From an optimization exercise on the open Yosys and OpenROAD flow, aimed at small area, a short achievable clock period and few clock cycles per item; shortcuts taken in it are not production practice. The RTL was checked by simulation tests, not by an equivalence proof against the original design. No activity file was given, so power comes from the tool's default toggle rates.

File: flow/design.v
module alu_adder (
    input  wire [31:0] a,
    input  wire [31:0] b,
    output wire [31:0] s
);
    assign s = a + b;
endmodule
module alu_integer (
    input  wire [ 1:0] sec,
    input  wire [ 3:0] op,
    input  wire [31:0] a,
    input  wire [31:0] b,
    input  wire [31:0] add,
    input  wire [31:0] md_res,
    input  wire        dz,
    output wire [31:0] result
);
    function [31:0] rev32;
        input [31:0] x;
        integer k;
        for (k = 0; k < 32; k = k + 1) rev32[k] = x[31-k];
    endfunction
    wire [32:0] sub = {1'b0, a} - {1'b0, b};
    wire        ltu = sub[32];
    wire        lt  = (a[31] ^ b[31]) ? a[31] : sub[31];
    wire [31:0] sh_in  = op[2] ? a : rev32(a);
    wire [32:0] sh_ext = $signed({op[3] & a[31], sh_in}) >>> b[4:0];
    wire [31:0] sh_out = sh_ext[31:0];
    wire s_int = sec == 2'd0;
    wire s_md  = sec == 2'd1;
    wire s_zc  = sec == 2'd2;
    wire e_add  = s_int & (op == 4'b0000);
    wire e_sub  = s_int & (op == 4'b1000);
    wire e_sll  = s_int & (op == 4'b0001);
    wire e_slt  = s_int & (op == 4'b0010);
    wire e_sltu = s_int & (op == 4'b0011);
    wire e_xor  = s_int & (op == 4'b0100);
    wire e_sr   = s_int & (op[2:0] == 3'b101);
    wire e_or   = s_int & (op == 4'b0110);
    wire e_and  = s_int & (op == 4'b0111);
    wire e_zc   = s_zc & op[2] & op[0] & (op[1] ? dz : ~dz);
    assign result = ({32{e_add}} & add)
                  | ({32{e_sub}} & sub[31:0])
                  | ({32{e_sll}} & rev32(sh_out))
                  | ({32{e_sr}}  & sh_out)
                  | {31'd0, (e_slt & lt) | (e_sltu & ltu)}
                  | ({32{e_xor}} & (a ^ b))
                  | ({32{e_or}}  & (a | b))
                  | ({32{e_and}} & (a & b))
                  | ({32{e_zc}}  & a)
                  | ({32{s_md}}  & md_res);
endmodule
module alu (
    input wire clk_i,
    input wire rst_i,
    input wire [3:0] alu_op_i,
    input wire [1:0] alu_section_i,
    input wire [31:0] alu_num1_i,
    input wire [31:0] alu_num2_i,
    output wire [31:0] alu_result_o,
    output wire [31:0] alu_add_result_o,
    input wire alu_valid_i,
    output wire alu_busy_o
);
    wire [ 3:0] op = alu_op_i;
    wire [31:0] a  = alu_num1_i;
    wire [31:0] b  = alu_num2_i;
    function [31:0] neg32;
        input [31:0] x;
        reg [31:0] t;
        begin
            t = x;
            t = t | (t << 1);
            t = t | (t << 2);
            t = t | (t << 4);
            t = t | (t << 8);
            t = t | (t << 16);
            neg32 = x ^ {t[30:0], 1'b0};
        end
    endfunction
    alu_adder adder (.a(a), .b(b), .s(alu_add_result_o));
    localparam S_IDLE = 2'd0, S_RUN = 2'd1, S_DONE = 2'd2;
    reg [1:0]  state;
    reg [3:0]  cnt;
    reg [63:0] p;
    reg [31:0] breg;        
    reg        bsgn;        
    reg        neg_res;
    reg        hi;          
    reg        mswap;       
    reg        msgn;        
    reg [2:0]  nbits;       
    wire start  = alu_valid_i && alu_section_i == 2'b01;
    wire is_div = op[2];
    wire idle   = state == S_IDLE;
    wire az     = a == 32'd0;
    wire dz     = b == 32'd0;
    wire sg    = ~op[0];                
    wire neg_n = sg & a[31];
    wire neg_d = sg & b[31];
    wire        qzero, qz_fast;
    wire [3:0]  dch;
    wire [31:0] nabs, rem_init, quo_init;
    wire [2:0]  first_bits;
    integer c;
    function [31:0] ds_smear_lo;
        input [31:0] x;
        reg [31:0] t;
        begin
            t = x;
            t = t | (t << 1);
            t = t | (t << 2);
            t = t | (t << 4);
            t = t | (t << 8);
            t = t | (t << 16);
            ds_smear_lo = t;
        end
    endfunction
    wire [31:0] ds_lo_or = ds_smear_lo(a);
    assign nabs = neg_n ? (a ^ {ds_lo_or[30:0], 1'b0}) : a;
    wire [31:0] ds_xd = neg_d ? ~b : b;
    function [31:0] ds_smear;              
        input [31:0] x;
        reg [31:0] t;
        begin
            t = x;
            t = t | (t >> 1);
            t = t | (t >> 2);
            t = t | (t >> 4);
            t = t | (t >> 8);
            t = t | (t >> 16);
            ds_smear = t;
        end
    endfunction
    wire [31:0] ds_xn = neg_n ? ~a : a;
    wire [31:0] ds_tn = ds_smear(ds_xn);
    wire [31:0] ds_td = ds_smear(ds_xd);
    assign qz_fast = |(ds_td & ~{ds_tn[30:0], 1'b1});
    function [5:0] ds_msb3;                
        input [31:0] x;
        reg [32:0] v;
        reg [10:0] g, t, h;
        reg [2:0]  bits;
        integer j;
        begin
            v = {1'b0, x};
            for (j = 0; j < 11; j = j + 1) g[j] = |v[3*j +: 3];
            t = g;
            t = t | (t >> 1);
            t = t | (t >> 2);
            t = t | (t >> 4);
            t = t | (t >> 8);
            h = t & ~{1'b0, t[10:1]};
            ds_msb3[5:2] = 4'd0;
            bits = 3'd0;
            for (j = 0; j < 11; j = j + 1) begin
                if (h[j]) ds_msb3[5:2] = ds_msb3[5:2] | j;
                bits = bits | ({3{h[j]}} & v[3*j +: 3]);
            end
            ds_msb3[1:0] = bits[2] ? 2'd2 : bits[1] ? 2'd1 : 2'd0;
        end
    endfunction
    wire [5:0] ds_mn = ds_msb3(nabs);
    wire [5:0] ds_md = ds_msb3(ds_xd);
    wire [4:0] ds_dch_s = {1'b0, ds_mn[5:2]} - {1'b0, ds_md[5:2]} - {4'd0, ds_mn[1:0] < ds_md[1:0]};
    assign qzero = ds_dch_s[4] | ~(|nabs);
    assign dch   = ds_dch_s[3:0];
    wire [31:0] ds_sh1 = dch[0] ? {3'd0, nabs[31:3]} : nabs;
    wire [31:0] ds_sh2 = dch[1] ? {6'd0, ds_sh1[31:6]} : ds_sh1;
    wire [31:0] ds_sh3 = dch[2] ? {12'd0, ds_sh2[31:12]} : ds_sh2;
    wire [31:0] ds_sh4 = dch[3] ? {24'd0, ds_sh3[31:24]} : ds_sh3;
    assign rem_init   = {3'd0, ds_sh4[31:3]};
    assign first_bits = ds_sh4[2:0];
    reg [31:0] ds_qmask;
    always @(*)
        for (c = 0; c < 32; c = c + 1) ds_qmask[c] = (c / 3) <= dch;
    assign quo_init = nabs & ds_qmask;
    reg [10:0] chunk_en;
    always @(*)
        for (c = 0; c < 11; c = c + 1) chunk_en[c] = cnt == c;
    wire [32:0] q_pad = {1'b0, p[31:0]};
    reg  [2:0]  nbits_next;             
    always @(*) begin
        nbits_next = 3'd0;
        for (c = 1; c < 11; c = c + 1)
            nbits_next = nbits_next | ({3{chunk_en[c]}} & q_pad[3*(c-1) +: 3]);
    end
    wire [31:0] rem_next;
    wire [2:0]  qbits;
    wire [33:0] dv_dop = {2'b11, breg};
    wire        dv_cin = ~bsgn;
    reg [31:0] dv_r;
    reg [33:0] dv_s;
    reg [3-1:0] dv_q;
    integer dv_j;
    always @(*) begin
        dv_r = p[63:32];
        for (dv_j = 3 - 1; dv_j >= 0; dv_j = dv_j - 1) begin
            dv_s = {1'b0, dv_r, nbits[dv_j]} + dv_dop + dv_cin;
            dv_q[dv_j] = ~dv_s[33];
            dv_r = dv_s[33] ? {dv_r[30:0], nbits[dv_j]} : dv_s[31:0];
        end
    end
    assign rem_next = dv_r;
    assign qbits = dv_q;
    reg [32:0] quo_next;
    always @(*)
        for (c = 0; c < 11; c = c + 1)
            quo_next[3*c +: 3] = chunk_en[c] ? qbits : q_pad[3*c +: 3];
    wire sa = ~(op[1] & op[0]);         
    wire sb = ~op[1];                   
    wire ea = sa & a[31];
    wire eb = sb & b[31];
    function [2:0] mul_groups;
        input [31:0] x;
        input        e;
        reg [33:0] v;
        begin
            v = {e, x, 1'b0};
            if      ((&v[33:0])  | ~(|v[33:0]))  mul_groups = 3'd0;
            else if ((&v[33:8])  | ~(|v[33:8]))  mul_groups = 3'd1;
            else if ((&v[33:16]) | ~(|v[33:16])) mul_groups = 3'd2;
            else if ((&v[33:24]) | ~(|v[33:24])) mul_groups = 3'd3;
            else if ((&v[33:32]) | ~(|v[33:32])) mul_groups = 3'd4;
            else                                  mul_groups = 3'd5;
        end
    endfunction
    wire [2:0] ga = mul_groups(a, ea);
    wire [2:0] gb = mul_groups(b, eb);
    wire swap_now = ga < gb;
    wire [2:0] ngroups = swap_now ? ga : gb;
    wire [41:0] mx = {{9{bsgn}}, breg, 1'b0};
    reg  [8:0]  win;
    always @(*)
        case (cnt[2:0])
            3'd0: win = mx[8:0];
            3'd1: win = mx[16:8];
            3'd2: win = mx[24:16];
            3'd3: win = mx[32:24];
            default: win = mx[40:32];
        endcase
    wire [63:0] mul_next;
    wire [32:0] m_a = {msgn, mswap ? b : a};
    function [34:0] m_booth_pp;   
        input [32:0] aa;
        input [2:0]  bb;
        reg one, two, neg;
        reg [34:0] m;
        begin
            one = bb[1] ^ bb[0];
            two = (bb[2] & ~bb[1] & ~bb[0]) | (~bb[2] & bb[1] & bb[0]);
            neg = bb[2];
            m = one ? {{2{aa[32]}}, aa} : two ? {aa[32], aa, 1'b0} : 35'd0;
            m_booth_pp = neg ? ~m : m;
        end
    endfunction
    wire [34:0] m_pp0 = m_booth_pp(m_a, win[2:0]);
    wire [34:0] m_pp1 = m_booth_pp(m_a, win[4:2]);
    wire [34:0] m_pp2 = m_booth_pp(m_a, win[6:4]);
    wire [34:0] m_pp3 = m_booth_pp(m_a, win[8:6]);
    wire [34:0] m_f0 = {~m_pp0[34], m_pp0[33:0]};
    wire [34:0] m_f1 = {~m_pp1[34], m_pp1[33:0]};
    wire [34:0] m_f2 = {~m_pp2[34], m_pp2[33:0]};
    wire [34:0] m_f3 = {~m_pp3[34], m_pp3[33:0]};
    wire [63:0] m_r0 = {p[55:0], 1'b0, win[8], 6'd0};
    wire [63:0] m_r1 = {29'd0, m_f0};
    wire [63:0] m_r2 = {27'd0, m_f1, 1'b0, win[2]};
    wire [63:0] m_r3 = {25'd0, m_f2, 1'b0, win[4], 2'd0};
    wire [63:0] m_r4 = {23'd0, m_f3, 1'b0, win[6], 4'd0};
    wire [63:0] m_r5 = 64'hfffffeac00000000;
    wire [63:0] m_s1a = m_r0 ^ m_r1 ^ m_r2;
    wire [63:0] m_c1a = {((m_r0 & m_r1) | (m_r0 & m_r2) | (m_r1 & m_r2)), 1'b0};
    wire [63:0] m_s1b = m_r3 ^ m_r4 ^ m_r5;
    wire [63:0] m_c1b = {((m_r3 & m_r4) | (m_r3 & m_r5) | (m_r4 & m_r5)), 1'b0};
    wire [63:0] m_s2  = m_s1a ^ m_c1a ^ m_s1b;
    wire [63:0] m_c2  = {((m_s1a & m_c1a) | (m_s1a & m_s1b) | (m_c1a & m_s1b)), 1'b0};
    wire [63:0] m_s3  = m_s2 ^ m_c2 ^ m_c1b;
    wire [63:0] m_c3  = {((m_s2 & m_c2) | (m_s2 & m_c1b) | (m_c2 & m_c1b)), 1'b0};
    assign mul_next = m_s3 + m_c3;
    reg        cvalid;
    reg        csg;
    reg [31:0] ca;
    wire hit = is_div & cvalid & (csg == sg) & (ca == a) & ((bsgn ? breg : ~breg) == b);
    wire early = is_div ? (dz | qz_fast | hit) : (az | dz);    
    wire fin1  = is_div & qzero;                
    always @(posedge clk_i)
        if (rst_i) begin
            state  <= S_IDLE;
            cvalid <= 1'b0;
        end else case (state)
            S_IDLE: if (start && !hit) begin
                if (!early) state <= fin1 ? S_DONE : S_RUN;
                cvalid <= is_div & ~early;
            end
            S_RUN:  if (cnt == 4'd0) state <= S_DONE;
            default: state <= S_IDLE;
        endcase
    always @(posedge clk_i)
        case (state)
            S_IDLE: if (start && !hit) begin
                if (is_div) begin
                    cnt     <= dch;
                    nbits   <= first_bits;
                    breg    <= neg_d ? b : ~b;    
                    bsgn    <= neg_d;
                    neg_res <= op[1] ? neg_n : (neg_n ^ neg_d);
                    hi      <= op[1];
                    ca      <= a;
                    csg     <= sg;
                    p       <= qzero ? {nabs, 32'd0} : {rem_init, quo_init};
                end else begin
                    cnt     <= {1'b0, ngroups} - 4'd1;
                    breg    <= swap_now ? a : b;
                    bsgn    <= swap_now ? ea : eb;
                    mswap   <= swap_now;
                    msgn    <= swap_now ? eb : ea;
                    neg_res <= 1'b0;
                    hi      <= op[1] | op[0];
                    p       <= 64'd0;
                end
            end
            S_RUN: begin
                cnt <= cnt - 4'd1;
                nbits <= nbits_next;
                p   <= is_div ? {rem_next, quo_next[31:0]} : mul_next;
            end
            default: ;
        endcase
    wire        sel_hi = idle ? op[1] : hi;
    wire        sel_neg = idle ? (op[1] ? neg_n : (neg_n ^ neg_d)) : neg_res;
    wire [31:0] md_raw = sel_hi ? p[63:32] : p[31:0];
    wire [31:0] md_run = sel_neg ? neg32(md_raw) : md_raw;
    wire [31:0] md_early = is_div ? (op[1] ? a : {32{dz}}) : 32'd0;
    wire [31:0] md_res = (idle & ~hit) ? md_early : md_run;
    assign alu_busy_o = idle ? (start & ~early) : (state != S_DONE);
    alu_integer integer_unit (
        .sec   (alu_section_i),
        .op    (op),
        .a     (a),
        .b     (b),
        .add   (alu_add_result_o),
        .md_res(md_res),
        .dz    (dz),
        .result(alu_result_o)
    );
endmodule
File: flow/flow/run.sh
#!/bin/bash
# Layout: the standard flow (standard.sh), with two changes:
#  * the buffers that the flow puts on every input and output port are buf_4
#    cells instead of the default choice, the slow delay cell clkdlybuf4s50_1;
#  * the buffers that synthesis (abc) inserted are removed at floorplan
#    (REMOVE_ABC_BUFFERS), so that placement-aware repair buffers the nets.
# The full output of the flow goes to standard_flow.log in the work folder;
# ORFS's own per-step logs are under orfs/logs/.
set -euo pipefail
cd "$(dirname "$0")/.."
export BUFFER_PORTS_ARGS="-buffer_cell sky130_fd_sc_hd__buf_4"
export REMOVE_ABC_BUFFERS=1
bash standard.sh > standard_flow.log 2>&1
File: flow/standard.sh
#!/bin/bash
# synth_recipe.tcl (not shown) runs the flow's synth.tcl, then flattens the netlist and writes it again
# the make line also repeats each setting of config.mk as NAME=value (left out here)
make -C /OpenROAD-flow-scripts/flow DESIGN_CONFIG=/design/flow/config.mk WORK_HOME=/design/flow/orfs CLKGATE_MAP_FILE= SYNTH_SCRIPT=/design/flow/synth_recipe.tcl "${@:-finish}"
File: flow/config.mk
export PLATFORM = sky130hd
export DESIGN_NAME = alu
export DESIGN_NICKNAME = alu
export VERILOG_FILES = /design/flow/design.v
export SDC_FILE = /design/flow/constraint.sdc
export NUM_CORES = 4
export LEC_CHECK = 0
export CAP_MARGIN = 10
export CORE_MARGIN = 2
export CORE_UTILIZATION = 50
export GPL_TIMING_DRIVEN = 0
export SETUP_SLACK_MARGIN = 1.8
export SLEW_MARGIN = 10
File: flow/constraint.sdc
create_clock -name core_clock -period 11.0 [get_ports {clk_i}]
set_input_delay 2.2000 -clock core_clock [delete_from_list [all_inputs] [get_ports {clk_i}]]
set_output_delay 2.2000 -clock core_clock [all_outputs]
set_load 0.01 [all_outputs]
==> results of run 1 <==
through the flow:
| step | worst slack, ps | hold slack, ps | total power [mW] | std cells |
|---|---|---|---|---|
| 4_1_cts | 1760 | 515 | 11.4 | 5985 |
| 5_1_grt | 1760 | 553 | 12.6 | 6027 |
| 3_5_place_dp | -3890 | 499 | 10.5 | 5882 |
| 6_report | 1850 | 507 | 11.8 | 6031 |
| 3_3_place_gp | -5070 | 500 | 10.4 | 5831 |
| 2_1_floorplan | 318 | 460 | 7.45 | 4716 |
worst max-delay path by stage:
stage,startpoint,endpoint
after detailed placement,bsgn$_DFFE_PP_,p[27]$_DFFE_PP_
final,alu_op_i[1],alu_result_o[22]
after CTS,alu_num1_i[1],p[47]$_DFFE_PP_
after global routing,bsgn$_DFFE_PP_,p[62]$_DFFE_PP_
after global placement,bsgn$_DFFE_PP_,p[0]$_DFFE_PP_
after floorplan,bsgn$_DFFE_PP_,p[40]$_DFFE_PP_
where the power goes:
part	switching (mW)	internal, mW	leakage, nW	total [mW]
Clock	0.296	0.319	0.283	0.614
Sequential	0.0756	0.661	1.33	0.736
Combinational	6.59	3.85	15.8	10.4
Total	6.96	4.83	17.5	11.8
synth_stat cells, drive strengths merged, types with 26 or more instances:
library cell,instances
a21oi,456
nor4,50
nand4,58
edfxtp,141
and3,28
nor3,112
o221ai,30
o21ai,334
and2,26
mux2,50
nand2b,34
nand2,388
buf,82
xnor2,315
fa,108
a211oi,74
o22ai,179
ha,339
a221oi,26
or3,39
o221a,39
xor2,170
mux2i,160
a21o,102
o21bai,34
nor2,395
nand3,93
a31oi,65
o211ai,53
o31ai,38
o21a,35
mux4,34
a22oi,32
inv,358
nor2b,35
clkbuf,291
state kept, by name, indices dropped and copies added, names as in the netlist:
name	cells
p	64
state	2
ca	32
cvalid	1
mswap	1
csg	1
breg	32
cnt	4
msgn	1
neg_res	1
nbits	3
hi	1
bsgn	1
worst min-delay path, cell delays in order (launching register included):
cell     delay [ps]
dfxtp_1         330
mux2i_1          70
nor2_1           80
routing by layer:
metal,wire (microns),vias up,share of wire [%]
met2,80700,3164,41
li1,-,18600,-
met3,22800,840,12
met1,72300,20500,37
met5,0,-,0
met4,20700,0,11
cell type report:
| type | instances | area (sq um) | share of cell area (%) |
|---|---|---|---|
| repair buffers | 294 | 2900 | 6.82 |
| multi-input cells | 4210 | 32100 | 75.3 |
| well taps | 978 | 1220 | 2.88 |
| inverters | 366 | 1470 | 3.45 |
| flip-flops and latches | 144 | 4290 | 10.1 |
| clock inverters | 15 | 150 | 0.353 |
| diodes | 4 | 10.0 | 0.0235 |
| repair inverters | 3 | 18.8 | 0.0441 |
| clock buffers | 17 | 425 | 1.00 |
kinds of logic after synthesis:
logic type / count (synthesis)
XOR/XNOR: 485
flip-flops: 144
AND/OR/NAND/NOR: 1332
buffers and inverters: 739
AO/OA/AOI/OAI: 1696
adder cells (fa/ha/maj): 449
multiplexers: 244
what timing repair did:
action | CTS | global route
hold buffers | 0 | 0
buffers inserted | 64 | 37
resized for setup | 156 | 74
gates cloned | 7 | 3
pin swaps | 23 | 22
setup endpoints to repair | 87 | 71
==> PnR_summary.wiki, run 1 <==
{| class="wikitable"
! Metric !! Value
|-
| MaxCap Viol Count || 0
|-
| Pin count of the biggest net entering global routing || 118
|-
| Share of the clock period used by the worst path after layout || 83.2%
|-
| Final count of hold timing violations || 0
|-
| Pre-antenna DRT Iters || 9
|-
| Final sum of negative setup slack || 0 ps
|-
| Post-DP Area || 39900 sq um
|-
| Number of enable-type register cells in the synthesized netlist || 141
|-
| Drt initial violations || 6005
|-
| Endpoint kind of the worst setup timing path || output port
|-
| Bufs and invs on worst path || 2
|-
| Met2 Usage GRT || 71.6%
|-
| Clock Path Buffers || 2
|-
| Overall die height || 280 microns
|-
| RSZ-0062 raised after global routing || false
|-
| Worst setup path category || in2out
|-
| Post-detailed-route count of antenna-violating nets || 0
|-
| Pwr dens || 277 nW/um^2
|-
| Worst voltage drop across the vdd grid || 520 uV
|-
| Sequential area share after synthesis || 11.3%
|-
| Cell depth of the worst min-delay path || 2
|-
| Dominant cell type by area after synthesis || ha_1
|-
| Family of cells with the greatest summed delay on the critical path || simple AND/OR/NAND/NOR gates
|-
| First-pass GRT wire length || 277 mm
|-
| Kind of start point of the critical path || input pin
|-
| Fin Clk Skew || 24.7 ps
|-
| Count of port buffers added during placement || 137
|-
| Shortest clock period the worst path allows after layout || 9150 ps
|-
| Clock-pin slew of the registers on the worst-case setup and hold paths || 70 ps
|-
| Maximum cell stage delay along the critical path || 610 ps
|-
| Fillcell total || 7298
|-
| Startpoint of the lowest-slack hold path || cvalid$_SDFFE_PP0P_
|-
| Final cell area excluding filler cells || 42500 sq um
|-
| Avg Inst Size Synth || 7.49 sq um
|-
| Register-to-Register Path Depth || 35
|-
| Share of synthesized cell area in and, or, nand and nor gates || 16.6%
|-
| Layout Nets || 5556
|-
| Via count || 43100
|-
| Number of storage elements in the synthesis netlist || 144
|-
| Highest fanout seen on the critical path || 117
|-
| Worst path depth || 14
|-
| Remaining max-slew budget at the tightest pin || 11.3%
|-
| Top_reg_cell synth || edfxtp_1
|-
| Highest-delay cell along the critical path || or4_1
|-
| Clock net sink count || 144
|-
| Commonest non-fill, non-tap cell in the layout || a21oi_1
|-
| Fraction of the core area covered by cells at the end of the flow || 56.2%
|-
| Clock Latency Late Sink || 500 ps
|-
| Drt total wl || 197 mm
|-
| Share of synthesized registers carrying an async set or reset || 0%
|-
| Global-route met1 utilization || 60.0%
|-
| Hpwl dp || 145 mm
|-
| Yosys cell types || 107
|-
| Multiplexer area fraction after synthesis || 7.68%
|-
| Busiest grt layer || met2
|-
| Floorplan core area || 75700 sq um
|-
| Vias in the first global route || 39600
|-
| Synthesized instance count || 5089
|-
| Synthesized-area fraction occupied by xor and xnor cells || 11.2%
|-
| Slew of the pin with the lowest slew margin || 1320 ps
|-
| Number of H-tree levels || 4
|-
| Vias per inst || 7.15
|-
| Leakage power || 17.5 nW
|-
| Number of placement rows || 101
|-
| M3 GR Usage || 10.5%
|-
| Largest family of logic cells by synthesized area || compound AO/OA/AOI/OAI gates
|-
| Share of Yosys cell area claimed by the top area cell type || 11.1%
|-
| Detailed-route DRC error count || 0
|-
| CTS root buf || clkbuf_16
|-
| Synth Area in Adders || 16.8%
|-
| Antenna violations before repair || 3
|-
| Clock tree from TritonCTS || done
|-
| Area grow syn2layout || 11.6%
|-
| Critical path data required time || 8800 ps
|-
| Floorplan die width || 280 microns
|-
| Mapped Area || 38100 sq um
|-
| Ratio of cells with drive above 1 in the final layout || 13.3%
|-
| Number of top-level design ports || 138
|-
| Final count of pins violating max slew || 0
|-
| Compound-Gate Fraction of Synth Area || 29.0%
|-
| Die Area || 78500 sq um
|-
| Number of failing setup endpoints in the final timing report || 0
|-
| Outcome || no timing/DRC/antenna violations
|-
| Critical path arrival || 6950 ps
|-
| Starting density of the core || 50.4%
|-
| Worst hold path class || reg2reg
|-
| Worst reg2reg path startpoint || bsgn$_DFFE_PP_
|-
| Endpoint with the worst hold slack || cvalid$_SDFFE_PP0P_
|-
| Average wire per cell in the routed design || 32.6 microns
|-
| Maximum operating frequency || 109 MHz
|-
| GRT Total Usage || 48.3%
|-
| Highest-count cells in the layout ignoring fill and taps || a21oi_1 (440), nor2_1 (389), nand2_1 (380), inv_1 (340), ha_1 (314)
|-
| Top cells by area, synth || ha_1 (11%), edfxtp_1 (11%), xnor2_1 (7.2%), a21oi_1 (6.0%), fa_1 (5.7%)
|-
| Cells along the critical path || buf_8 -> nor3b_4 -> nor2_4 -> mux2i_1 -> ha_1 -> nand4_1 -> nor4_4 -> a41oi_1 -> xnor2_1 -> nor2_1 -> or4_1 -> a21oi_1 -> o21ai_0 -> buf_4
|-
| Last weighted congestion value of the routability-driven placer || 1.08
|-
| Critical register-to-register path endpoint || p[44]$_DFFE_PP_
|-
| Number of buffers created by CTS || 17
|-
| Gr ovfl total || 0
|-
| Yosys warning total || 2
|-
| Internal reg-to-reg setup slack || 1860 ps
|}
Testbench counts, summed over its fixed seeds: cycles 39,917, ops 16,000.
==> run 2, diff against run 1 <==
--- a/flow/config.mk
+++ b/flow/config.mk
@@ -5,9 +5,9 @@
 export SDC_FILE = /design/flow/constraint.sdc
 export NUM_CORES = 4
 export LEC_CHECK = 0
-export CAP_MARGIN = 10
+export CAP_MARGIN = 5
 export CORE_MARGIN = 2
 export CORE_UTILIZATION = 50
 export GPL_TIMING_DRIVEN = 0
 export SETUP_SLACK_MARGIN = 1.8
-export SLEW_MARGIN = 10
+export SLEW_MARGIN = 5
==> PnR_summary.wiki, run 2 <==
{| class="wikitable"
! Metric !! Value
|-
| Outcome || no timing/DRC/antenna violations
|-
| Number of placement rows || 101
|-
| Leakage power || 17.5 nW
|-
| MaxCap Viol Count || 0
|-
| Via count || 43100
|-
| Hpwl dp || 145 mm
|-
| Pin count of the biggest net entering global routing || 118
|-
| Kind of start point of the critical path || input pin
|-
| Avg Inst Size Synth || 7.49 sq um
|-
| Final count of hold timing violations || 0
|-
| Worst voltage drop across the vdd grid || 570 uV
|-
| Post-layout total power || 11.9 mW
|-
| Yosys warning total || 2
|-
| Global-route met1 utilization || 60.2%
|-
| Number of flip-flops in the largest register || 64
|-
| Met2 Usage GRT || 71.5%
|-
| Count of port buffers added during placement || 137
|-
| Slew of the pin with the lowest slew margin || 1320 ps
|-
| Highest-count cells in the layout ignoring fill and taps || a21oi_1 (438), nor2_1 (386), nand2_1 (379), inv_1 (337), o21ai_0 (308)
|-
| Top_reg_cell synth || edfxtp_1
|-
| Drt initial violations || 5920
|-
| Drt total wl || 197 mm
|-
| Die Area || 78500 sq um
|-
| Number of enable-type register cells in the synthesized netlist || 141
|-
| Fin Clk Skew || 15.9 ps
|-
| Number of H-tree levels || 4
|-
| Busiest grt layer || met2
|-
| Critical path data required time || 8800 ps
|-
| Post-detailed-route count of antenna-violating nets || 0
|-
| Overall die height || 280 microns
|-
| Number of storage elements in the synthesis netlist || 144
|-
| Cells along the critical path || buf_4 -> inv_1 -> ha_2 -> nor2b_1 -> o21ai_0 -> o41ai_4 -> or4_4 -> a31o_4 -> a31oi_4 -> o41ai_4 -> nor2_1 -> o41ai_2 -> fa_2 -> a221o_1 -> a211oi_1 -> o221ai_1 -> o21bai_1 -> buf_4
|-
| Synthesized instance count || 5089
|-
| Maximum cell stage delay along the critical path || 560 ps
|-
| Place WS || -3740 ps
|-
| Number of failing setup endpoints in the final timing report || 0
|-
| Worst setup path category || in2out
|-
| CTS root buf || clkbuf_16
|-
| Mapped Area || 38100 sq um
|-
| Fillcell total || 7263
|-
| Vias in the first global route || 39600
|-
| Clock tree from TritonCTS || done
|-
| Share of synthesized registers carrying an async set or reset || 0%
|-
| Highest-delay cell along the critical path || or4_4
|-
| Top cells by instance count after synthesis || a21oi_1 (455), nor2_1 (395), nand2_1 (387)
|-
| Gr ovfl total || 0
|-
| Last weighted congestion value of the routability-driven placer || 1.08
|-
| Worst hold margin || 529 ps
|-
| Share of Yosys cell area claimed by the top area cell type || 11.1%
|-
| Average wire per cell in the routed design || 32.6 microns
|-
| Maximum operating frequency || 109 MHz
|-
| Endpoint kind of the worst setup timing path || output port
|-
| RSZ-0062 raised after global routing || false
|-
| Register-to-Register Path Depth || 34
|-
| Clock Latency Late Sink || 510 ps
|-
| Clock-pin slew of the registers on the worst-case setup and hold paths || 70 ps
|-
| Count of hold-fix buffers inserted at cts || 0
|-
| Clock net sink count || 144
|-
| Number of buffers created by CTS || 17
|-
| Sequential area share after synthesis || 11.3%
|-
| Top cells by area, synth || ha_1 (11%), edfxtp_1 (11%), xnor2_1 (7.2%), a21oi_1 (6.0%), fa_1 (5.7%)
|-
| GRT Total Usage || 48.5%
|-
| Antenna violations before repair || 6
|-
| Final count of pins violating max slew || 0
|-
| Shortest clock period the worst path allows after layout || 9140 ps
|-
| Pwr dens || 278 nW/um^2
|-
| Layout Nets || 5558
|-
| Yosys cell types || 107
|-
| Worst reg2reg path startpoint || bsgn$_DFFE_PP_
|-
| Final cell area excluding filler cells || 42800 sq um
|-
| Share of the clock period used by the worst path after layout || 83.1%
|-
| Library cell with the highest instance count after synthesis || a21oi_1
|-
| Remaining max-slew budget at the tightest pin || 11.1%
|-
| Commonest non-fill, non-tap cell in the layout || a21oi_1
|-
| Starting density of the core || 50.4%
|-
| Detailed-route DRC error count || 0
|-
| Fraction of the core area covered by cells at the end of the flow || 56.5%
|-
| Vias per inst || 7.14
|-
| Dominant cell type by area after synthesis || ha_1
|-
| Floorplan die width || 280 microns
|-
| Critical path arrival || 6940 ps
|-
| Worst hold path class || reg2reg
|-
| Critical register-to-register path endpoint || p[50]$_DFFE_PP_
|-
| First-pass GRT wire length || 277 mm
|-
| Clock Path Buffers || 2
|-
| Pre-antenna DRT Iters || 9
|-
| Post-route setup slack || 1860 ps
|-
| Internal reg-to-reg setup slack || 1900 ps
|-
| Highest fanout seen on the critical path || 20
|-
| Floorplan core area || 75700 sq um
|-
| M3 GR Usage || 11.1%
|-
| Number of top-level design ports || 138
|-
| Worst Setup SP || alu_num1_i[8]
|-
| Ratio of cells with drive above 1 in the final layout || 13.7%
|-
| Area grow syn2layout || 12.2%
|-
| Biggest regs || p (64), breg (32), ca (32)
|-
| Post-DP Area || 39800 sq um
|-
| Top register by number of flip-flops || p
|-
| Worst setup path end || alu_result_o[31]
|}
run 2: cell types whose count changed in the layout (fill, tap and decap cells not counted), sizes merged:
cell	delta
buf	+3
diode	+1
inv	-8
nand2	+1
bufbuf	-1
bufinv	+3
clkinvlp	+5
and2	-1
run 2: logic make-up (layout without fill, tap and decap cells):
group	after synthesis	count (layout)	synth area share (%)
fa+ha+maj	449	449	16.8
compound gates	1696	1696	29.0
mux	244	244	7.68
flops	144	144	11.3
xor+xnor	485	485	11.2
simple gates	1332	1336	16.6
other cells	0	5	0
buf+inv	739	697	7.46
run 2: final cells by class:
| cell class | count | area (sq um) | area share, % |
|---|---|---|---|
| Antenna cell | 5 | 12.5 | 0.0293 |
| Clock buffer | 17 | 425 | 0.995 |
| Clock inverter | 15 | 204 | 0.477 |
| Inverter | 366 | 1480 | 3.46 |
| Multi-Input combinational cell | 4210 | 32200 | 75.2 |
| Sequential cell | 144 | 4290 | 10.0 |
| Tap cell | 978 | 1220 | 2.86 |
| Timing Repair Buffer | 296 | 2960 | 6.92 |
| Timing Repair inverter | 3 | 18.8 | 0.0439 |
run 2: per-layer routing:
metal,share of wire [%],routed length [microns]
met1,37,72800
met5,0.028,55
met4,11,20800
met2,41,80600
met3,11,22600
run 2: timing repair:
item | in CTS | in global routing
gates resized for setup | 166 | 83
cloned | 6 | 3
pin swaps | 26 | 26
setup endpoints to repair | 86 | 50
setup buffers | 74 | 40
run 2: how the worst min path moves through the flow:
| stage | start | end | slack (ps) | depth (start not counted) |
|---|---|---|---|---|
| after CTS | cvalid$_SDFFE_PP0P_ | cvalid$_SDFFE_PP0P_ | 530 | 2 |
| after floorplan | cvalid$_SDFFE_PP0P_ | cvalid$_SDFFE_PP0P_ | 460 | 2 |
| after detailed placement | cvalid$_SDFFE_PP0P_ | cvalid$_SDFFE_PP0P_ | 510 | 2 |
| after global routing | cvalid$_SDFFE_PP0P_ | cvalid$_SDFFE_PP0P_ | 550 | 2 |
| final | cvalid$_SDFFE_PP0P_ | cvalid$_SDFFE_PP0P_ | 530 | 2 |
| after global placement | cvalid$_SDFFE_PP0P_ | cvalid$_SDFFE_PP0P_ | 500 | 2 |
run 2: report_power, final:
group          total (mW)  internal [mW]  switching (mW)
logic                10.5           3.86            6.62
clock network       0.669          0.381           0.288
registers           0.735          0.661          0.0745
total                11.9           4.91            6.98
run 2: worst max-delay path: cells and delay by family:
kind                       cells  cell delay (ps)
AOI/OAI and AO/OA             10             2230
buffers and inverters          3              780
adders and majority gates      2              930
and+or+nand+nor                3              780
run 2: through the flow:
stage	setup TNS [ps]	instances
2_1_floorplan	0	4716
3_3_place_gp	-262970	5831
3_5_place_dp	-142130	5873
4_1_cts	0	5985
5_1_grt	0	6029
6_report	0	6034
==> run 3, diff against run 2 <==
==> flow/config.mk (replaced) <==
export PLATFORM = sky130hd
export DESIGN_NAME = alu
export DESIGN_NICKNAME = alu
export VERILOG_FILES = /design/flow/design.v
export SDC_FILE = /design/flow/constraint.sdc
export NUM_CORES = 4
export LEC_CHECK = 0
export CAP_MARGIN = 10
export CORE_MARGIN = 2
export CORE_UTILIZATION = 50
export GPL_TIMING_DRIVEN = 0
export SETUP_SLACK_MARGIN = 2.2
export SLEW_MARGIN = 10
==> PnR_summary.wiki, run 3 <==
{| class="wikitable"
! Metric !! Value
|-
| Outcome || no timing/DRC/antenna violations
|-
| Post-DP Area || 39900 sq um
|-
| Layout Nets || 5655
|-
| CTS root buf || clkbuf_16
|-
| Starting density of the core || 50.4%
|-
| Last weighted congestion value of the routability-driven placer || 1.08
|-
| Count of port buffers added during placement || 137
|-
| Drt total wl || 203 mm
|-
| Slew of the pin with the lowest slew margin || 1310 ps
|-
| Post-Place Cells || 5882
|-
| Number of H-tree levels || 4
|-
| Sequential area share after synthesis || 11.3%
|-
| Yosys cell types || 107
|-
| Clock-pin slew of the registers on the worst-case setup and hold paths || 70 ps
|-
| Share of synthesized registers carrying an async set or reset || 0%
|-
| Top_reg_cell synth || edfxtp_1
|-
| Average wire per cell in the routed design || 33.1 microns
|-
| Number of placement rows || 101
|-
| Highest fanout seen on the critical path || 12
|-
| Worst voltage drop across the vdd grid || 517 uV
|-
| Avg Inst Size Synth || 7.49 sq um
|-
| Dominant cell type by area after synthesis || ha_1
|-
| Number of storage elements in the synthesis netlist || 144
|-
| Synthesized instance count || 5089
|-
| Internal reg-to-reg setup slack || 2100 ps
|-
| Highest-delay cell along the critical path || edfxtp_1
|-
| Register-to-Register Path Depth || 37
|-
| Shortest clock period the worst path allows after layout || 8900 ps
|-
| Top cells by area, synth || ha_1 (11%), edfxtp_1 (11%), xnor2_1 (7.2%), a21oi_1 (6.0%), fa_1 (5.7%)
|-
| Die Area || 78500 sq um
|-
| Post-detailed-route count of antenna-violating nets || 0
|-
| Critical register-to-register path endpoint || p[59]$_DFFE_PP_
|-
| Detailed-route DRC error count || 0
|-
| First-pass GRT wire length || 283 mm
|-
| Hpwl dp || 145 mm
|-
| Count of hold-fix buffers inserted at cts || 0
|-
| Clock Path Buffers || 2
|-
| Worst reg2reg path startpoint || bsgn$_DFFE_PP_
|-
| Pwr dens || 273 nW/um^2
|-
| Clock Latency Late Sink || 510 ps
|-
| RSZ-0062 raised after global routing || true
|-
| Overall die height || 280 microns
|-
| Pre-antenna DRT Iters || 9
|-
| Share of Yosys cell area claimed by the top area cell type || 11.1%
|-
| Final count of hold timing violations || 0
|-
| Maximum cell stage delay along the critical path || 460 ps
|-
| Worst setup path category || reg2reg
|-
| Commonest non-fill, non-tap cell in the layout || a21oi_1
|-
| Library cell with the highest instance count after synthesis || a21oi_1
|-
| Endpoint kind of the worst setup timing path || flop
|-
| Number of top-level design ports || 138
|-
| Via count || 44000
|-
| Number of flip-flops in the largest register || 64
|-
| Floorplan die width || 280 microns
|-
| Mapped Area || 38100 sq um
|-
| Drt initial violations || 6778
|-
| Leakage power || 18.2 nW
|-
| Pin count of the biggest net entering global routing || 118
|-
| Critical path arrival || 9100 ps
|-
| Worst Setup SP || bsgn$_DFFE_PP_
|-
| Number of failing setup endpoints in the final timing report || 0
|-
| Number of buffers created by CTS || 17
|-
| Fillcell total || 7027
|-
| Area grow syn2layout || 17.1%
|-
| MaxCap Viol Count || 0
|-
| Non-filler instance count after layout || 6129
|-
| Top register by number of flip-flops || p
|-
| Highest-count cells in the layout ignoring fill and taps || a21oi_1 (427), nor2_1 (386), nand2_1 (377), inv_1 (326), xnor2_1 (301)
|-
| Share of the clock period used by the worst path after layout || 80.9%
|-
| Kind of start point of the critical path || flop
|-
| Clock tree from TritonCTS || done
|-
| Final count of pins violating max slew || 0
|-
| Number of enable-type register cells in the synthesized netlist || 141
|-
| Biggest regs || p (64), breg (32), ca (32)
|-
| Floorplan core area || 75700 sq um
|-
| Final cell area excluding filler cells || 44700 sq um
|-
| GRT Total Usage || 49.5%
|-
| Worst setup path end || p[59]$_DFFE_PP_
|-
| Clock net sink count || 144
|-
| Ratio of cells with drive above 1 in the final layout || 17.0%
|-
| Post-layout total power || 12.2 mW
|-
| Critical path data required time || 11200 ps
|-
| Remaining max-slew budget at the tightest pin || 11.9%
|-
| Maximum operating frequency || 112 MHz
|-
| Top cells by instance count after synthesis || a21oi_1 (455), nor2_1 (395), nand2_1 (387)
|-
| Antenna violations before repair || 7
|-
| Yosys warning total || 2
|-
| Gr ovfl total || 0
|-
| Fin Clk Skew || 22.5 ps
|-
| Final sum of negative setup slack || 0 ps
|-
| Vias in the first global route || 40300
|-
| Vias per inst || 7.18
|-
| Worst hold path class || reg2reg
|}
run 3: cell types whose count changed in the layout (fill, tap and decap cells not counted), sizes merged, moves of 2 or more:
cell and change:
buf +88, bufbuf +3, inv -2, clkbuf +3, diode -2, bufinv -3, clkinvlp +5
run 3: area by class of cell:
type	instances	area [sq um]	share of cell area [%]
diodes	3	7.51	0.0168
clock buffers	17	425	0.952
clock inverters	15	150	0.336
inverters	366	1520	3.39
multi-input cells	4212	33000	73.8
flip-flops and latches	144	4290	9.61
well taps	978	1220	2.74
repair buffers	390	4060	9.08
repair inverters	4	27.5	0.0616
run 3: worst min path at each step:
stage	slack, ps	end	cells past startpoint	start
floorplan	460	cvalid$_SDFFE_PP0P_	2	cvalid$_SDFFE_PP0P_
global placement	500	cvalid$_SDFFE_PP0P_	2	cvalid$_SDFFE_PP0P_
finish	510	cvalid$_SDFFE_PP0P_	2	cvalid$_SDFFE_PP0P_
CTS	510	cvalid$_SDFFE_PP0P_	2	cvalid$_SDFFE_PP0P_
global route	550	cvalid$_SDFFE_PP0P_	2	cvalid$_SDFFE_PP0P_
detailed placement	500	cvalid$_SDFFE_PP0P_	2	cvalid$_SDFFE_PP0P_
run 3: what timing repair did:
action,in CTS,in global routing
pin swaps,48,47
setup endpoints to repair,101,52
setup buffers,109,83
gates cloned,14,5
resized for setup,280,168
run 3: power breakdown:
| part | switching [mW] | total (mW) | internal (mW) |
|---|---|---|---|
| logic | 6.77 | 10.8 | 4.07 |
| registers | 0.0740 | 0.735 | 0.661 |
| clock network | 0.296 | 0.614 | 0.318 |
run 3: logic make-up after synthesis:
family / Yosys count / synth area share, %
buffers and inverters: 739 / 7.46
multiplexers: 244 / 7.68
XOR/XNOR: 485 / 11.2
AO/OA/AOI/OAI: 1696 / 29.0
flip-flops: 144 / 11.3
AND/OR/NAND/NOR: 1332 / 16.6
adder cells (fa/ha/maj): 449 / 16.8
run 3: metrics by stage:
| stage | util [%] | hold WS (ps) | setup WS, ps |
|---|---|---|---|
| after CTS | 56.8 | 514 | 2020 |
| after global routing | 59.0 | 553 | 1980 |
| after detailed placement | 52.7 | 499 | -3890 |
| after global placement | 51.4 | 500 | -5070 |
| final | 59.0 | 514 | 2100 |
| after floorplan | - | 460 | 318 |
run 3: per-layer routing:
layer	wire [microns]	up-vias	part of all wire (%)	global-route usage (%)
li1	-	18800	-	-
met1	72000	20900	35	60.2
met2	82800	3307	41	72.8
met3	26300	981	13	13.1
met4	21900	6	11	42.1
met5	42	-	0.021	0
run 3: worst max-delay path, delay by kind of cell (launching register included):
| family | cells | cell delay, ps |
|---|---|---|
| AO/OA/AOI/OAI | 15 | 3250 |
| buffers and inverters | 8 | 1370 |
| multiplexers | 2 | 680 |
| AND/OR/NAND/NOR | 9 | 1800 |
| adder cells (fa/ha/maj) | 3 | 980 |
| flip-flops | 1 | 460 |
==> run 4, diff against run 3 <==
--- a/flow/design.v
+++ b/flow/design.v
@@ -277,27 +277,18 @@
     wire [63:0] m_s3  = m_s2 ^ m_c2 ^ m_c1b;
     wire [63:0] m_c3  = {((m_s2 & m_c2) | (m_s2 & m_c1b) | (m_c2 & m_c1b)), 1'b0};
     assign mul_next = m_s3 + m_c3;
-    reg        cvalid;
-    reg        csg;
-    reg [31:0] ca;
-    wire hit = is_div & cvalid & (csg == sg) & (ca == a) & ((bsgn ? breg : ~breg) == b);
-    wire early = is_div ? (dz | qz_fast | hit) : (az | dz);    
+    wire early = is_div ? (dz | qz_fast) : (az | dz);    
     wire fin1  = is_div & qzero;                
     always @(posedge clk_i)
-        if (rst_i) begin
-            state  <= S_IDLE;
-            cvalid <= 1'b0;
-        end else case (state)
-            S_IDLE: if (start && !hit) begin
-                if (!early) state <= fin1 ? S_DONE : S_RUN;
-                cvalid <= is_div & ~early;
-            end
+        if (rst_i) state <= S_IDLE;
+        else case (state)
+            S_IDLE: if (start && !early) state <= fin1 ? S_DONE : S_RUN;
             S_RUN:  if (cnt == 4'd0) state <= S_DONE;
             default: state <= S_IDLE;
         endcase
     always @(posedge clk_i)
         case (state)
-            S_IDLE: if (start && !hit) begin
+            S_IDLE: if (start) begin
                 if (is_div) begin
                     cnt     <= dch;
                     nbits   <= first_bits;
@@ -305,8 +296,6 @@
                     bsgn    <= neg_d;
                     neg_res <= op[1] ? neg_n : (neg_n ^ neg_d);
                     hi      <= op[1];
-                    ca      <= a;
-                    csg     <= sg;
                     p       <= qzero ? {nabs, 32'd0} : {rem_init, quo_init};
                 end else begin
                     cnt     <= {1'b0, ngroups} - 4'd1;
@@ -326,12 +315,10 @@
             end
             default: ;
         endcase
-    wire        sel_hi = idle ? op[1] : hi;
-    wire        sel_neg = idle ? (op[1] ? neg_n : (neg_n ^ neg_d)) : neg_res;
-    wire [31:0] md_raw = sel_hi ? p[63:32] : p[31:0];
-    wire [31:0] md_run = sel_neg ? neg32(md_raw) : md_raw;
+    wire [31:0] md_raw = hi ? p[63:32] : p[31:0];
+    wire [31:0] md_run = neg_res ? neg32(md_raw) : md_raw;
     wire [31:0] md_early = is_div ? (op[1] ? a : {32{dz}}) : 32'd0;
-    wire [31:0] md_res = (idle & ~hit) ? md_early : md_run;
+    wire [31:0] md_res = idle ? md_early : md_run;
     assign alu_busy_o = idle ? (start & ~early) : (state != S_DONE);
     alu_integer integer_unit (
         .sec   (alu_section_i),
==> flow/config.mk (replaced) <==
export PLATFORM = sky130hd
export DESIGN_NAME = alu
export DESIGN_NICKNAME = alu
export VERILOG_FILES = /design/flow/design.v
export SDC_FILE = /design/flow/constraint.sdc
export NUM_CORES = 4
export LEC_CHECK = 0
export CAP_MARGIN = 20
export CORE_MARGIN = 2
export CORE_UTILIZATION = 50
export GPL_TIMING_DRIVEN = 0
export SETUP_SLACK_MARGIN = 1.8
export SLEW_MARGIN = 20
==> PnR_summary.wiki, run 4 <==
{| class="wikitable"
! Metric !! Value
|-
| Outcome || no timing/DRC/antenna violations
|-
| Biggest regs || p (64), breg (32), cnt (4)
|-
| MaxCap Viol Count || 0
|-
| Starting density of the core || 50.3%
|-
| Pre-antenna DRT Iters || 7
|-
| Number of H-tree levels || 3
|-
| Mapped Area || 35900 sq um
|-
| Die Area || 74000 sq um
|-
| Gr ovfl total || 0
|-
| Vias per inst || 7.00
|-
| Cell depth of the worst min-delay path || 1
|-
| Overall die height || 272 microns
|-
| Dominant cell type by area after synthesis || ha_1
|-
| Top_reg_cell synth || edfxtp_1
|-
| Sequential area share after synthesis || 9.14%
|-
| Floorplan core area || 71400 sq um
|-
| RSZ-0062 raised after global routing || true
|-
| Commonest non-fill, non-tap cell in the layout || nand2_1
|-
| Yosys warning total || 2
|-
| Synthesized instance count || 5042
|-
| Share of Yosys cell area claimed by the top area cell type || 11.8%
|-
| Top cells by instance count after synthesis || nand2_1 (502), a21oi_1 (420), nor2_1 (406)
|-
| Detailed-route DRC error count || 0
|-
| Number of storage elements in the synthesis netlist || 110
|-
| Internal reg-to-reg setup slack || 1890 ps
|-
| Library cell with the highest instance count after synthesis || nand2_1
|-
| Top cells by area, synth || ha_1 (12%), edfxtp_1 (9.0%), xnor2_1 (8.1%), fa_1 (6.0%), a21oi_1 (5.9%)
|-
| Worst hold margin || 677 ps
|-
| Critical path's most frequent cell || nor2_1
|-
| Leakage power || 16.3 nW
|-
| Number of flip-flops in the largest register || 64
|-
| Maximum operating frequency || 108 MHz
|-
| Worst reg2reg path startpoint || cnt[0]$_DFFE_PP_
|-
| Remaining max-slew budget at the tightest pin || 13.4%
|-
| Share of the clock period used by the worst path after layout || 84.1%
|-
| Pin count of the biggest net entering global routing || 138
|-
| Clock Latency Late Sink || 400 ps
|-
| Count of port buffers added during placement || 137
|-
| Share of synthesized registers carrying an async set or reset || 0%
|-
| Number of top-level design ports || 138
|-
| Drt total wl || 182 mm
|-
| Area grow syn2layout || 12.1%
|-
| Avg Inst Size Synth || 7.12 sq um
|-
| Slew of the pin with the lowest slew margin || 1290 ps
|-
| Average wire per cell in the routed design || 30.5 microns
|-
| Pwr dens || 258 nW/um^2
|-
| Fin Clk Skew || 17.2 ps
|-
| Worst voltage drop across the vdd grid || 397 uV
|-
| Endpoint with the worst hold slack || state[1]$_SDFFE_PP0P_
|-
| Number of enable-type register cells in the synthesized netlist || 108
|-
| CTS root buf || clkbuf_16
|-
| Via count || 41800
|-
| Post-layout total power || 10.4 mW
|-
| Register-to-Register Path Depth || 29
|-
| Post-route setup slack || 1750 ps
|-
| Cells along the critical path || buf_8 -> clkinvlp_4 -> ha_4 -> or3_1 -> o21ai_2 -> o22ai_2 -> o21a_2 -> o221a_4 -> o41ai_4 -> a221oi_2 -> o31a_1 -> nor2_1 -> nor2_1 -> o21ai_1 -> fa_2 -> o22a_1 -> o22ai_1 -> a221o_1 -> a211oi_4 -> o41ai_2 -> buf_4
|-
| Antenna violations before repair || 12
|-
| Yosys cell types || 104
|-
| Vias in the first global route || 38000
|-
| Number of failing setup endpoints in the final timing report || 0
|-
| GRT Total Usage || 46.9%
|-
| Hpwl dp || 139 mm
|-
| Highest fanout seen on the critical path || 14
|-
| Clock tree from TritonCTS || done
|-
| Maximum cell stage delay along the critical path || 410 ps
|-
| Layout Nets || 5525
|-
| Clock Path Buffers || 2
|-
| Clock net sink count || 110
|-
| Final count of pins violating max slew || 0
|-
| Worst hold path class || reg2reg
|-
| Critical register-to-register path endpoint || p[49]$_DFFE_PP_
|-
| Critical path arrival || 7050 ps
|-
| Place WS || -1800 ps
|-
| Highest-count cells in the layout ignoring fill and taps || nand2_1 (496), a21oi_1 (405), nor2_1 (394), o21ai_0 (362), inv_1 (340)
|-
| Worst setup path category || in2out
|-
| Ratio of cells with drive above 1 in the final layout || 12.6%
|-
| Kind of start point of the critical path || input pin
|-
| Highest-delay cell along the critical path || o41ai_4
|-
| First-pass GRT wire length || 257 mm
|-
| Number of placement rows || 98
|-
| Final count of hold timing violations || 0
|-
| Startpoint of the lowest-slack hold path || state[1]$_SDFFE_PP0P_
|-
| Post-detailed-route count of antenna-violating nets || 0
|-
| Number of buffers created by CTS || 9
|-
| Critical path data required time || 8800 ps
|-
| Top register by number of flip-flops || p
|-
| Drt initial violations || 5654
|-
| Shortest clock period the worst path allows after layout || 9250 ps
|-
| Last weighted congestion value of the routability-driven placer || 1.11
|-
| Floorplan die width || 272 microns
|-
| Endpoint kind of the worst setup timing path || output port
|-
| Clock-pin slew of the registers on the worst-case setup and hold paths || 90 ps
|}
-- run 4: worst max-delay path: cells and delay by family --
family          cells  cell delay, ps
simple gates        3             560
compound gates     13            3040
buf+inv             3             530
fa+ha+maj           2             690
-- run 4: cell families after synthesis --
family / Yosys count / synth area share [%]
buf+inv: 718 / 7.69
xor+xnor: 408 / 9.99
flops: 110 / 9.14
mux: 140 / 4.91
fa+ha+maj: 448 / 17.9
compound gates: 1783 / 32.2
simple gates: 1435 / 18.3
-- run 4: worst max path at each step --
| stage | startpoint | to | slack (ps) | depth (start not counted) |
|---|---|---|---|---|
| floorplan | breg[0]$_DFFE_PP_ | p[34]$_DFFE_PP_ | 440 | 33 |
| global placement | breg[0]$_DFFE_PP_ | p[45]$_DFFE_PP_ | -4220 | 32 |
| detailed placement | bsgn$_DFFE_PP_ | p[45]$_DFFE_PP_ | -1800 | 36 |
| CTS | alu_num1_i[1] | p[56]$_DFFE_PP_ | 1810 | 30 |
| global route | cnt[0]$_DFFE_PP_ | p[49]$_DFFE_PP_ | 1570 | 28 |
| finish | alu_num1_i[5] | alu_result_o[0] | 1750 | 21 |
-- run 4: per-stage QoR --
step           cells  util (%)  TNS [ps]  instance area, sq um
3_3_place_gp    5780      51.5   -214630                 36800
4_1_cts         5889      54.8         0                 39100
6_report        5965      56.4         0                 40300
5_1_grt         5960      56.4         0                 40300
3_5_place_dp    5831      53.3    -43510                 38000
2_1_floorplan   4693         -         0                 34500
-- run 4: layout make-up --
type	count	area, sq um
timing repair inverter	2	10.0
clock buffer	9	225
timing repair buffer	292	2900
clock inverter	7	77.6
antenna	5	12.5
sequential	110	3280
inverter	369	1460
fill	7065	31100
tap	950	1190
multi-input combinational	4221	31100
-- run 4: layer usage --
metal | wire (microns) | track usage, % | vias up
li1 | - | - | 18400
met1 | 65200 | 55.7 | 19600
met2 | 75500 | 69.6 | 2937
met3 | 23900 | 15.8 | 806
met4 | 17300 | 36.1 | 18
met5 | 127 | 0 | -
-- run 4: power by group --
group	internal [mW]	total, mW	switching (mW)
clock	0.162	0.359	0.198
sequential	0.521	0.587	0.0663
combinational	3.53	9.43	5.90
-- run 4: timing repair --
item / CTS / global route
pin swaps: 16 / 40
hold buffers: 0 / 0
setup endpoints to repair: 81 / 51
hold endpoints to repair: 0 / 0
cloned: 7 / 3
gates resized for setup: 100 / 114
buffers inserted: 35 / 65
Testbench counts of run 4, summed over its fixed seeds: cycles 42,835, ops 16,000.

static timing again, ports no longer ideal:
No port has a modelled driver above. Below, the same layouts with a new extraction and two added sets of constraints. Step 1, drivers: a clkbuf_16 drives clk_i and a buf_2 each remaining input, both assumed. Step 2 moves the port delays by t, midway between the first and last clock arrival at a register: inputs arrive t later, outputs are due t later. That takes back most of the time a late clock gives input paths. a / b / c = ideal / step 1 / step 2; a / b = the first two.
| run | t (ns) | setup WS [ns] | slew at the worst register clock pin (ns) |
|---|---|---|---|
| run 1 | 0.555 | 1.851 / 1.790 / 1.424 | 0.08 / 0.08 |
| run 2 | 0.568 | 1.863 / 1.837 / 1.332 | 0.07 / 0.07 |
| run 3 | 0.561 | 2.104 / 2.052 / 1.749 | 0.08 / 0.08 |
| run 4 | 0.446 | 1.753 / 1.699 / 1.354 | 0.10 / 0.10 |
After both steps setup and hold are still met in every run listed. For run 2, which loses most, drivers alone change the setup slack by -0.026 ns; drivers and shift together by -0.531 ns.
